Source: an optimization exercise on an open RTL-to-GDS flow (aim: small area and a short achievable clock period). Production flows keep margins and buffers that such runs may drop.
Function was checked by simulation only, so behaviour that the tests miss may differ from the original.
No activity file was given, so power comes from the tool's default toggle rates.

==> flow/design.v (excerpt) <==
module fadd_sub(
  input  logic        clk_i,
  input  logic [31:0] operand_a,
  input  logic [31:0] operand_b,
  output logic [31:0] result_o
);
Size in the first run: about 1100 cells after synthesis, roughly 58 flip-flops, about 97 I/O pins, ~0.0059 mm² of cells after synthesis.
export LEC_CHECK = 0
export ABC_AREA = 1
export CAP_MARGIN = 20
export CORE_MARGIN = 2
export CORE_UTILIZATION = 40
export SLEW_MARGIN = 20
create_clock -name core_clock -period 12.0 [get_ports {clk_i}]
standard.sh (not shown) runs the stock make flow with config.mk's settings and CLKGATE_MAP_FILE= SYNTH_SCRIPT=/design/flow/synth_recipe.tcl, a recipe that flattens the netlist after the stock synthesis.
==> flow/flow/run.sh <==
#!/bin/bash
# Own layout flow: the standard ORFS flow (standard.sh), with these changes:
#  - ports are buffered with sky130_fd_sc_hd__buf_1 (which repair may upsize)
#    instead of the clkdlybuf4s50_1 that buffer_ports picks by default;
#  - repair_timing aims for a setup slack margin of MARGIN ns (flow/margin);
#  - if flow/abc.script exists, synthesis is the standard synthesis script
#    with its ABC step replaced (flow/my_synth.tcl): the logic from the
#    registers to result_o is mapped with flow/abc_out.script (if present),
#    the rest with flow/abc.script. Flip-flops are mapped before ABC runs, so
#    the registers are exactly the standard synthesis's;
#  - any extra ORFS variables listed in flow/env (KEY=VALUE lines), and
#    make variable assignments in flow/make_args (one line).
# Every tool's output goes to the ORFS logs under orfs/logs, and make's own
# output to standard.log in this folder.
set -euo pipefail
MARGIN=$(cat flow/margin 2>/dev/null || echo 5)
export BUFFER_PORTS_ARGS="-buffer_cell sky130_fd_sc_hd__buf_1"
if [[ -f flow/env ]]; then set -a; source flow/env; set +a; fi
EXTRA=()
if [[ -f flow/abc.script ]]; then
  export MY_ABC_SCRIPT="$PWD/flow/abc.script"
  if [[ -f flow/abc_out.script ]]; then export MY_ABC_OUT_SCRIPT="$PWD/flow/abc_out.script"; fi
  EXTRA+=("SYNTH_SCRIPT=$PWD/flow/my_synth.tcl")
fi
if [[ -f flow/make_args ]]; then read -r -a MARGS < flow/make_args; EXTRA+=("${MARGS[@]}"); fi
bash standard.sh "${EXTRA[@]}" SETUP_SLACK_MARGIN=$MARGIN finish > standard.log 2>&1
==> flow/flow/abc.script <==
strash
dch
map -B 0.9 -D 4000
strash
dch
map -B 0.9 -D 4000
topo
stime -c
buffer -c
upsize -c -D 4000
dnsize -c -D 4000
==> flow/flow/abc_out.script <==
strash
dch
map -B 0.9 -D 2500
topo
stime -c
buffer -c
upsize -c -D 2500
dnsize -c -D 2500
==> flow/flow/env <==
CTS_ARGS="-sink_clustering_enable -repair_clock_nets -dont_use_dummy_load -buf_list sky130_fd_sc_hd__clkbuf_4"
ADDER_MAP_FILE=
==> flow/flow/margin <==
6.3
Other scripts of this flow, unchanged in this note and not shown: flow/flow/my_synth.tcl
The first run finished with timing, DRC and antenna clean.
Rerun with:
--- a/flow/flow/run.sh
+++ b/flow/flow/run.sh
@@ -10,4 +10,3 @@
 #    the registers are exactly the standard synthesis's;
-#  - any extra ORFS variables listed in flow/env (KEY=VALUE lines), and
-#    make variable assignments in flow/make_args (one line).
+#  - any extra ORFS variables listed in flow/env (KEY=VALUE lines).
 # Every tool's output goes to the ORFS logs under orfs/logs, and make's own
@@ -24,3 +23,2 @@
 fi
-if [[ -f flow/make_args ]]; then read -r -a MARGS < flow/make_args; EXTRA+=("${MARGS[@]}"); fi
 bash standard.sh "${EXTRA[@]}" SETUP_SLACK_MARGIN=$MARGIN finish > standard.log 2>&1
==> flow/flow/abc_out.script (replaced) <==
strash
dch
map -B 0.9 -D 1500
topo
stime -c
buffer -c
upsize -c -D 1500
dnsize -c -D 1500
==> flow/flow/env (replaced) <==
CTS_ARGS="-sink_clustering_enable -repair_clock_nets -dont_use_dummy_load -buf_list sky130_fd_sc_hd__clkbuf_8"
ADDER_MAP_FILE=
==> flow/flow/margin (replaced) <==
6.2
The changed run passed the timing, design-rule and antenna checks.
Final cell count grows by a few percent.
Sequential share of layout area shrinks by 0.38 points.
Wire length stays flat.
Power grows by a few percent.
Core utilization grows by 0.27 points.
Setup slack improves by 11 ps.
Via count grows slightly.
Fmax hardly moves.
Worst hold slack improves by 66 ps.
Area after synthesis grows by a few percent.
Combinational power grows slightly.
Rerun with:
==> flow/flow/abc_out.script (replaced) <==
strash
dch
map -B 0.9 -D 2000
topo
stime -c
buffer -c
upsize -c -D 2000
dnsize -c -D 2000
==> flow/flow/margin (replaced) <==
6.5
Outcome:
- The changed run finished with timing, DRC and antenna clean
- wire length went up by 0.71%
- fmax went up by 1.7%
- area after synthesis went down by 0.99%
- global-route usage went down by 0.19 points
- worst setup slack gets better by 90 ps
- count of clock-buffer cells in the layout stays the same
- final cell count went up by 0.85%
- worst hold slack gets better by 12 ps
- total power went up by 1.3%
Rerun with:
--- a/flow/flow/run.sh
+++ b/flow/flow/run.sh
@@ -10,3 +10,4 @@
 #    the registers are exactly the standard synthesis's;
-#  - any extra ORFS variables listed in flow/env (KEY=VALUE lines).
+#  - any extra ORFS variables listed in flow/env (KEY=VALUE lines), and
+#    make variable assignments in flow/make_args (one line).
 # Every tool's output goes to the ORFS logs under orfs/logs, and make's own
@@ -23,2 +24,3 @@
 fi
+if [[ -f flow/make_args ]]; then read -r -a MARGS < flow/make_args; EXTRA+=("${MARGS[@]}"); fi
 bash standard.sh "${EXTRA[@]}" SETUP_SLACK_MARGIN=$MARGIN finish > standard.log 2>&1
==> flow/flow/abc.script (replaced) <==
strash
dch
map -B 0.9 -D 3000
strash
dch
map -B 0.9 -D 3000
topo
stime -c
buffer -c
upsize -c -D 3000
dnsize -c -D 3000
==> flow/flow/abc_out.script (replaced) <==
strash
dch
map -B 0.9 -D 1500
topo
stime -c
buffer -c
upsize -c -D 1500
dnsize -c -D 1500
==> flow/flow/margin (replaced) <==
7.0
Effect:
- maximum frequency came out higher by 8.6%
- sequential share of layout area came out lower by 2.1 points
- synthesized area came out higher by 6.8%
- via count came out higher by 8.7%
- routed wire length came out higher by 11%
Rerun with:
==> flow/flow/abc.script (replaced) <==
strash
dch
map -B 0.9 -D 4000
strash
dch
map -B 0.9 -D 4000
strash
dch
map -B 0.9 -D 4000
topo
stime -c
buffer -c
upsize -c -D 4000
dnsize -c -D 4000
==> flow/flow/margin (replaced) <==
6.3
removed: flow/flow/abc_out.script
Combinational power falls by 20%; power falls by 13%; final cell count falls by 15%; routed wire length falls by 11%; core utilization falls by 2.4 points; non-clock buffer count falls by 19; synthesized cell count falls by 14%; area after synthesis falls by 11%.

## re-timing with driven ports
In the flow no input, the clock included, has a driving cell. The finished layouts below were timed again as built, in two steps.
Step 1: set_driving_cell puts a clkbuf_16 on clk_i and a buf_2 on each other input, an assumption about the parent block.
Step 2 moves the port delays by t, midway between the first and last clock arrival at a register: inputs arrive t later, outputs are due t later. That takes back most of the time a late clock gives input paths.
Three values: no drivers, after step 1, after step 2; two values: the first two.
run	t, ns	slack for setup (ns)	hold WS [ns]	worst setup path at the end	worst data-port slew with drivers (ns)
the first run	0.395	6.504 / 6.508 / 6.113	2.287 / 2.285 / 2.680	input to register	0.06
the second run	0.345	6.515 / 6.520 / 6.175	2.353 / 2.344 / 2.688	input to register	0.06
the third run	0.340	6.605 / 6.613 / 6.274	2.365 / 2.357 / 2.697	input to register	0.06
the fourth run	0.371	7.033 / 7.045 / 6.674	2.302 / 2.290 / 2.662	input to register	0.03
the fifth run	0.355	6.555 / 6.524 / 6.212	2.346 / 2.335 / 2.690	input to register	0.07
After both steps every run listed still meets setup and hold. The setup slack of the first run, which loses most, moves by +0.004 ns with the drivers and by -0.391 ns with both steps.
